Context: an optimization exercise on an open-source flow, tuned for a short achievable clock period and few clock cycles. The choices shown serve that exercise and are no tape-out recipe. In this exercise RTL edits were held to simulation tests only and were not proved equivalent to the original. No activity file was given, so power comes from the tool's default toggle rates.

==> run.sh <==
#!/bin/bash
# synth_recipe.tcl (not shown) runs the flow's synth.tcl, then flattens the netlist and writes it again
# the make line also repeats each setting of config.mk as NAME=value (left out here)
make -C /OpenROAD-flow-scripts/flow DESIGN_CONFIG=/design/flow/config.mk WORK_HOME=/design/flow/orfs CLKGATE_MAP_FILE= SYNTH_SCRIPT=/design/flow/synth_recipe.tcl finish
==> config.mk <==
export PLATFORM = sky130hd
export DESIGN_NAME = pipeline
export DESIGN_NICKNAME = pipeline
export VERILOG_FILES = /design/flow/design.v
export SDC_FILE = /design/flow/constraint.sdc
export NUM_CORES = 4
export LEC_CHECK = 0
export CAP_MARGIN = 20
export CORE_MARGIN = 2
export CORE_UTILIZATION = 40
export SETUP_SLACK_MARGIN = 4.6
export SLEW_MARGIN = 20
export TNS_END_PERCENT = 100
==> constraint.sdc <==
create_clock -name core_clock -period 9.0 [get_ports {clk}]
set_input_delay 1.8000 -clock core_clock [delete_from_list [all_inputs] [get_ports {clk}]]
set_output_delay 1.8000 -clock core_clock [all_outputs]
set_load 0.01 [all_outputs]
==> design.v <==
`timescale 1ns / 1ps
module pipeline (clk, reset, switchRun, SwitchSelector, reg_read_data_1,
                 imem_addr, imem_data, dmem_addr, dmem_wdata, dmem_we, dmem_rdata);
	input clk, reset;
	input switchRun;
	input [4:0] SwitchSelector;
	output reg [31:0] reg_read_data_1;
	output [4:0] imem_addr;
	input [31:0] imem_data;
	output [5:0] dmem_addr;
	output [31:0] dmem_wdata;
	output dmem_we;
	input [31:0] dmem_rdata;
	function [31:0] ks_add;
		input [31:0] a, b;
		input cin;
		reg [31:0] p, g, pp, gg, sh_p, sh_g;
		integer i, d;
		begin
			p = a ^ b;
			g = a & b;
			g[0] = g[0] | (p[0] & cin);
			gg = g; pp = p;
			for (d = 1; d < 32; d = d * 2) begin
				sh_g = gg << d;
				sh_p = (pp << d) | ((32'd1 << d) - 32'd1);
				gg = gg | (pp & sh_g);
				pp = pp & sh_p;
			end
			ks_add = p ^ {gg[30:0], cin};
		end
	endfunction
	function [7:0] ks_add8;
		input [7:0] a, b;
		reg [7:0] p, g, pp, gg, sh_p, sh_g;
		integer d;
		begin
			p = a ^ b;
			g = a & b;
			gg = g; pp = p;
			for (d = 1; d < 8; d = d * 2) begin
				sh_g = gg << d;
				sh_p = (pp << d) | ((8'd1 << d) - 8'd1);
				gg = gg | (pp & sh_g);
				pp = pp & sh_p;
			end
			ks_add8 = p ^ {gg[6:0], 1'b0};
		end
	endfunction
	wire run = switchRun;
	reg [4:0] pc;				 
	reg [1:0] bht [0:31];		 
	reg        x_we, x_sw, x_lw, x_beq, x_pred;
	reg [4:0]  x_rd, x_pc, x_alt;
	reg [31:0] x_a;				 
	reg [31:0] x_b;				 
	reg [31:0] x_s2;			 
	reg        x_add, x_sub, x_and, x_or, x_slt;
	reg        x_fwa;
	reg [5:0]  x_ad_rf, x_ad_fw;	 
	reg        w_we;
	reg [4:0]  w_rd;
	reg [31:0] w;
	reg [31:0] rf [1:31];
	reg [31:0] zf;				 
	wire [31:0] sum = ks_add(x_a, x_s2, 1'b0);
	wire [31:0] diff = ks_add(x_a, ~x_b, 1'b1);
	wire [31:0] alu = ({32{x_add}} & sum) | ({32{x_sub}} & diff) |
	                  ({32{x_and}} & (x_a & x_s2)) | ({32{x_or}} & (x_a | x_b)) |
	                  {31'b0, x_slt & diff[31]};
	wire [31:0] result = x_lw ? dmem_rdata : alu;
	assign dmem_addr = x_fwa ? x_ad_fw : x_ad_rf;
	assign dmem_wdata = x_b;
	assign dmem_we = x_sw & run;
	wire x_eq = (x_a == x_b);
	wire x_mis = x_beq & (x_eq != x_pred);
	wire [31:0] axb = x_a ^ x_s2;
	wire [31:0] aob = x_a | x_s2;
	wire z_add = (axb == {aob[30:0], 1'b0});
	wire x_fz = x_lw ? (dmem_rdata == 32'd0) :
	            ((x_add & z_add) | (x_sub & x_eq) | (x_and & ((x_a & x_s2) == 32'd0)) |
	             (x_or & ((x_a | x_b) == 32'd0)));
	wire x_zslt = ~diff[31];
	wire [31:0] ins = imem_data;
	assign imem_addr = pc;
	wire [5:0] op = ins[31:26];
	wire [4:0] rs = ins[25:21];
	wire [4:0] rt = ins[20:16];
	wire [4:0] rdf = ins[15:11];
	wire [3:0] fn = ins[3:0];
	wire [31:0] imm = {{16{ins[15]}}, ins[15:0]};
	wire f_r    = (op == 6'b000000);
	wire f_addi = (op == 6'b001000);
	wire f_andi = (op == 6'b001100);
	wire f_lw   = (op == 6'b100011);
	wire f_sw   = (op == 6'b101011);
	wire f_beq  = (op == 6'b000100);
	wire f_j    = (op == 6'b000010);
	wire f_same = (rs == rt);
	wire [4:0] pc1 = pc + 5'd1;
	wire [4:0] f_target = pc1 + ins[4:0];
	wire f_zt = (rt == 5'd0) | (rs == 5'd0);
	wire [4:0] f_zr = (rt == 5'd0) ? rs : rt;
	wire f_depx = x_we & (x_rd == f_zr);
	wire f_zok = f_zt & ~(f_depx & x_slt);
	wire f_zv = f_depx ? x_fz : zf[f_zr];
	wire f_taken = f_beq & (f_same | (f_zok ? f_zv : bht[pc][1]));
	wire [4:0] f_next = f_j ? ins[4:0] : (f_taken ? f_target : pc1);
	wire [4:0] pc_next = x_mis ? x_alt : f_next;
	wire [4:0] f_dst = f_r ? rdf : ((f_addi | f_andi | f_lw) ? rt : 5'd0);
	wire f_we = (f_dst != 5'd0);
	wire [31:0] rfa = (rs == 5'd0) ? 32'd0 : rf[rs];
	wire [31:0] rfb = (rt == 5'd0) ? 32'd0 : rf[rt];
	wire [31:0] f_a = (w_we && w_rd == rs) ? w : rfa;
	wire [31:0] f_b = (w_we && w_rd == rt) ? w : rfb;
	wire f_fwa = x_we && (x_rd == rs);
	wire f_fwb = x_we && (x_rd == rt);
	wire [7:0] ad_rf = ks_add8(f_a[7:0], ins[7:0]);
	wire [7:0] ad_fw = ks_add8(result[7:0], ins[7:0]);
	wire r_add = f_r & (fn == 4'b0000);
	wire r_sub = f_r & (fn == 4'b0010);
	wire r_or  = f_r & (fn == 4'b0101);
	wire r_slt = f_r & (fn == 4'b1010);
	wire r_and = f_r & ~(fn == 4'b0000 | fn == 4'b0010 | fn == 4'b0101 | fn == 4'b1010);
	integer k;
	always @(posedge clk or posedge reset) begin
		if (reset) begin
			pc <= 5'd0;
			for (k = 0; k < 32; k = k + 1) bht[k] <= 2'b01;
			x_we <= 1'b0; x_sw <= 1'b0; x_beq <= 1'b0;
			w_we <= 1'b0;
		end else if (run) begin
			pc <= pc_next;
			if (x_beq) begin
				if (x_eq) bht[x_pc] <= (bht[x_pc] == 2'b11) ? 2'b11 : bht[x_pc] + 2'b01;
				else bht[x_pc] <= (bht[x_pc] == 2'b00) ? 2'b00 : bht[x_pc] - 2'b01;
			end
			x_we <= f_we & ~x_mis;
			x_sw <= f_sw & ~x_mis;
			x_beq <= f_beq & ~f_same & ~f_zok & ~x_mis;
			w_we <= x_we;
		end
	end
	always @(posedge clk) begin
		if (run) begin
			x_rd <= f_dst;
			x_pc <= pc;
			x_pred <= f_taken;
			x_alt <= f_taken ? pc1 : f_target;
			x_lw <= f_lw;
			x_a <= f_fwa ? result : f_a;
			x_b <= f_fwb ? result : f_b;
			x_s2 <= f_r ? (f_fwb ? result : f_b) : imm;
			x_fwa <= f_fwa;
			x_ad_rf <= ad_rf[7:2];
			x_ad_fw <= ad_fw[7:2];
			x_add <= r_add | f_addi | f_lw | f_sw;
			x_sub <= r_sub;
			x_and <= r_and | f_andi;
			x_or <= r_or;
			x_slt <= r_slt;
			w_rd <= x_rd;
			w <= result;
		end
	end
	always @(posedge clk or posedge reset) begin
		if (reset) begin
			for (k = 1; k < 32; k = k + 1) rf[k] <= 32'd0;
		end else if (run && w_we) begin
			rf[w_rd] <= w;
		end
	end
	always @(posedge clk or posedge reset) begin
		if (reset) zf <= 32'hFFFFFFFF;
		else if (run && x_we) zf[x_rd] <= x_slt ? x_zslt : x_fz;
	end
	wire [31:0] rfs = (SwitchSelector == 5'd0) ? 32'd0 : rf[SwitchSelector];
	always @(posedge clk or posedge reset) begin
		if (reset) reg_read_data_1 <= 32'd0;
		else reg_read_data_1 <= (w_we && w_rd == SwitchSelector) ? w : rfs;
	end
endmodule
==> summary.md <==
| Metric | Value |
|---|---|
| Clk buf depth | 3 |
| Routing usage on met1 | 55.5% |
| GR Util met2 | 62.3% |
| HPWL Detailed | 283000 um |
| Num Clock Sinks | 1297 |
| Num CTS Buffers | 148 |
| Slew HR | 12.0% |
| Pre-antenna DRT Iters | 17 |
| Total global routing overflow | 0 |
| Fmax | 212 MHz |
| I/O pin total | 148 |
| TritonCTS clock tree | done |
| RSZ-0062 raised after global routing | true |
| Initial DRC Count | 16900 |
| Design area | slightly below 90000 sq um |
| Fin Clk Skew | 0.0546 ns |
| Share of cells above drive strength 1 | 29.7% |
| Worst ir drop on vdd | 0.000212 V |
| Total power | 16.6 mW |
| Ys Warns | 3 |
| Nets | around 7500 |
| Min Hold Slack | 0.497 ns |
| Core area | 188000 sq um |
| Crit path DAT | approximately 5.3 ns |
| DRC errors left | 0 |
| Root buf cell | clkbuf_16 |
| Via density | 7.79 |
| GP Congestion | about 1.1 |
| Slew Limit Fails | 0 |
| Hold Path Class | reg -> reg |
| Pwr Density | about 190 nW/um^2 |
| Row cnt | approximately 160 |
| First-pass GRT wire length | 621000 um |
| Skew-Pair Late Insertion Delay | 0.85 ns |
| Worst-path clk slew | 0.06 ns |
| Number of global-route vias before repair | 71500 |
| Yosys reg bits | 1297 |
| Via Count | 76900 |
| WS Path Type | in -> reg |
| Number of flops mapped to enable cells by yosys | 168 |
| Crit Path Max Fanout | 21 |
| Clock period minus worst slack | 4.73 ns |
| Post-Syn Nets | 7333 |
| Die area | 192000 sq um |
| H-tree Lvls | 4 |
| Commonest non-fill, non-tap cell in the layout | mux2_2 |
| Slew at the pin closest to its max-slew limit | 1.32 ns |
| Cell area after placement | 80900 sq um |
| GR Util met3 | 25.4% |
| Period utilization | a little over half |
| Pin count of the biggest net entering global routing | 192 |
| Gate Count Post-Synth | 7107 |
| Area growth syn-to-layout | 18.5% |
| Status | complete, no violations |
| Most used DFF post-synth | dfrtp_1 |
| Die extent in x | between 400 and 500 um |
| Syn avg cell area | approximately 11 sq um |
| Crit. End Element | flop |
| Chip height | around 440 um |
| FFs w/ async S/R, synth | 87.0% |
| Synth top area share | between 30% and 40% |
| Max Cap Viol | 0 |
| GRT busiest layer | met2 |
| DR WL/cell | 46.8 um |
| Tot GR Track Use | 46.7% |
| Final setup viols | 0 |
| Mapped Area | 75400 sq um |
| IO buf count | roughly 150 |
| Count of cell types in the netlist | 86 |
| Post-Route WL | about 460000 um |
| CTS Hold Bufs | 0 |
| Commonest non-fill, non-tap cells in the layout | 1103 x mux2_2, 1065 x dfrtp_1, 806 x a22oi_1 |
| Critical path required time | approximately 9.5 ns |
| Antenna violations before repair | 43 |
| Yosys top cell by area | dfrtp_1 |
| Seq/Total Area, Yosys | 44.2% |
| Hold Fails Final Rpt | 0 |
| Leakage | 38.2 nW |
| Initial core utilization | around two fifths |
| Post-DRT Antenna Nets | 0 |
| Crit start category | input pin |
| Ranking of synthesized cells by area | dfrtp_1 35%, mux2_2 16%, a22oi_1 8.1% |
[worst max-delay path: stages]
cell and delay (ns):
buf_12 0.09, buf_12 0.13, nand2b_4 0.25, nor3_4 0.07, buf_4 0.22, buf_8 0.29, a22o_1 0.24, a221oi_1 0.31
nand4_1 0.17, nor3_1 0.93, nor2_1 0.36, a21oi_1 0.25, o21ai_0 0.10
[flip-flops by register name, indices dropped and copies added (netlist names), 5 cells and up]
register / flops
w: 32
x_b: 32
x_s2: 32
x_alt: 5
zf: 32
reg_read_data_1: 32
w_rd: 5
x_ad_rf: 6
x_a: 32
rf: 992
x_pc: 5
x_rd: 5
pc: 5
x_ad_fw: 6
bht: 64
[cell type report]
class	instances	area, sq um
well taps	2495	3120
repair buffers	611	6210
inverters	193	739
multi-input cells	4981	40900
fillers	17100	98200
flip-flops and latches	1297	33400
diodes	36	90.1
clock inverters	71	888
clock buffers	195	4050
[repair_timing]
item / CTS / global route
hold endpoints to repair: 0 / 0
setup endpoints to repair: 248 / 97
resized for setup: 290 / 119
pin swaps: 79 / 35
setup buffers: 158 / 22
cloned: 6 / 1
[final timing paths]
| kind | from | to | slack [ns] | cells after the start |
|---|---|---|---|---|
| max in group asynchronous | reset | rf[17][13] | 5.53 | 5 |
| setup / recovery | imem_data[21] | x_a[29] | 4.27 | 13 |
| hold / removal | zf[30] | zf[30] | 0.50 | 2 |
| min in group asynchronous | reset | rf[6][7] | 1.29 | 2 |
| setup reg to reg | x_a[2] | pc[0] | 4.60 | 12 |
| hold reg to reg | zf[30] | zf[30] | 0.50 | 2 |
[logic make-up (layout without fill, tap and decap cells)]
logic type / count (synthesis) / count (layout) / synth area share (%)
compound gates: 2154 / 2154 / 21.2
xor+xnor: 125 / 125 / 1.45
fa+ha+maj: 156 / 156 / 2.61
buf+inv: 830 / 1070 / 4.20
flops: 1297 / 1297 / 44.2
mux: 1143 / 1143 / 17.0
other cells: 0 / 36 / 0
simple gates: 1402 / 1403 / 9.26
[synthesized netlist by cell type (9+ instances only)]
cell and count:
xnor2_1 80, buf_1 91, or4_1 10, clkbuf_1 518, o21a_1 16, o31ai_1 65
a21o_1 37, o21ai_0 178, a22o_1 244, nand3_1 133, nor3b_1 13, a2bb2oi_1 10
dfstp_2 64, nand4_1 225, nor3_1 124, or2_2 10, nor2_1 287, nand2b_1 31
nor2b_1 26, nand2_1 369, and3_1 29, o211ai_1 23, or3_1 17, a31oi_1 21
o21bai_1 12, o221ai_1 9, ha_1 151, inv_1 191, a22oi_1 809, and4_1 15
a221oi_1 241, dfrtp_1 1065, a21oi_1 272, mux2i_1 38, mux2_2 1104, a222oi_1 90
xor2_1 45, a211oi_1 38, nand3b_1 14, nor4_1 66, edfxtp_1 168, buf_2 25
[stage by stage]
step	instances	setup WS, ns	TNS (ns)	utilization, %
finish	9879	4.27	0	47.7
global route	9846	4.43	0	47.6
CTS	9810	4.60	0	47.1
detailed placement	9380	1.89	0	43.1
global placement	9375	1.81	0	43.0
floorplan	7107	-8.33	-9119.14	-
[layer usage]
metal,wire length (um),up-vias,part of all wire (%)
met1,162000,37800,35
met5,1630,-,0.35
met4,47400,50,10
met3,73500,3038,16
met2,178000,8001,38
li1,-,28000,-
[report_power, final]
part	internal [mW]	switching, mW	total [mW]	leakage (nW)
clock	3.63	2.73	6.36	2.41
combinational	1.08	1.76	2.83	18.8
sequential	6.50	0.895	7.40	16.9
Testbench counts, summed over its fixed seeds: cycles 276,872.

[re-timing with driven ports]
No port has a modelled driver above. Below, the same layout with a new extraction and two added sets of constraints. Step 1 sets driving cells, clkbuf_16 on the clock port and buf_2 on the other inputs (assumed; they add their load-dependent delay and slew). Step 2 also shifts input and output timing later by t, the mid clock arrival at the registers, as if the neighbouring blocks saw the same clock. Slacks: ideal ports / drivers / drivers and shift; pairs: ideal ports / drivers.
shift t [ns]: 0.912
slack for setup (ns): 4.274 / 4.303 / 3.391
slew at the worst register clock pin (ns): 0.08 / 0.08
After both steps this run still meets setup and hold. For this run, drivers alone change the setup slack by +0.029 ns; drivers and shift together by -0.883 ns.
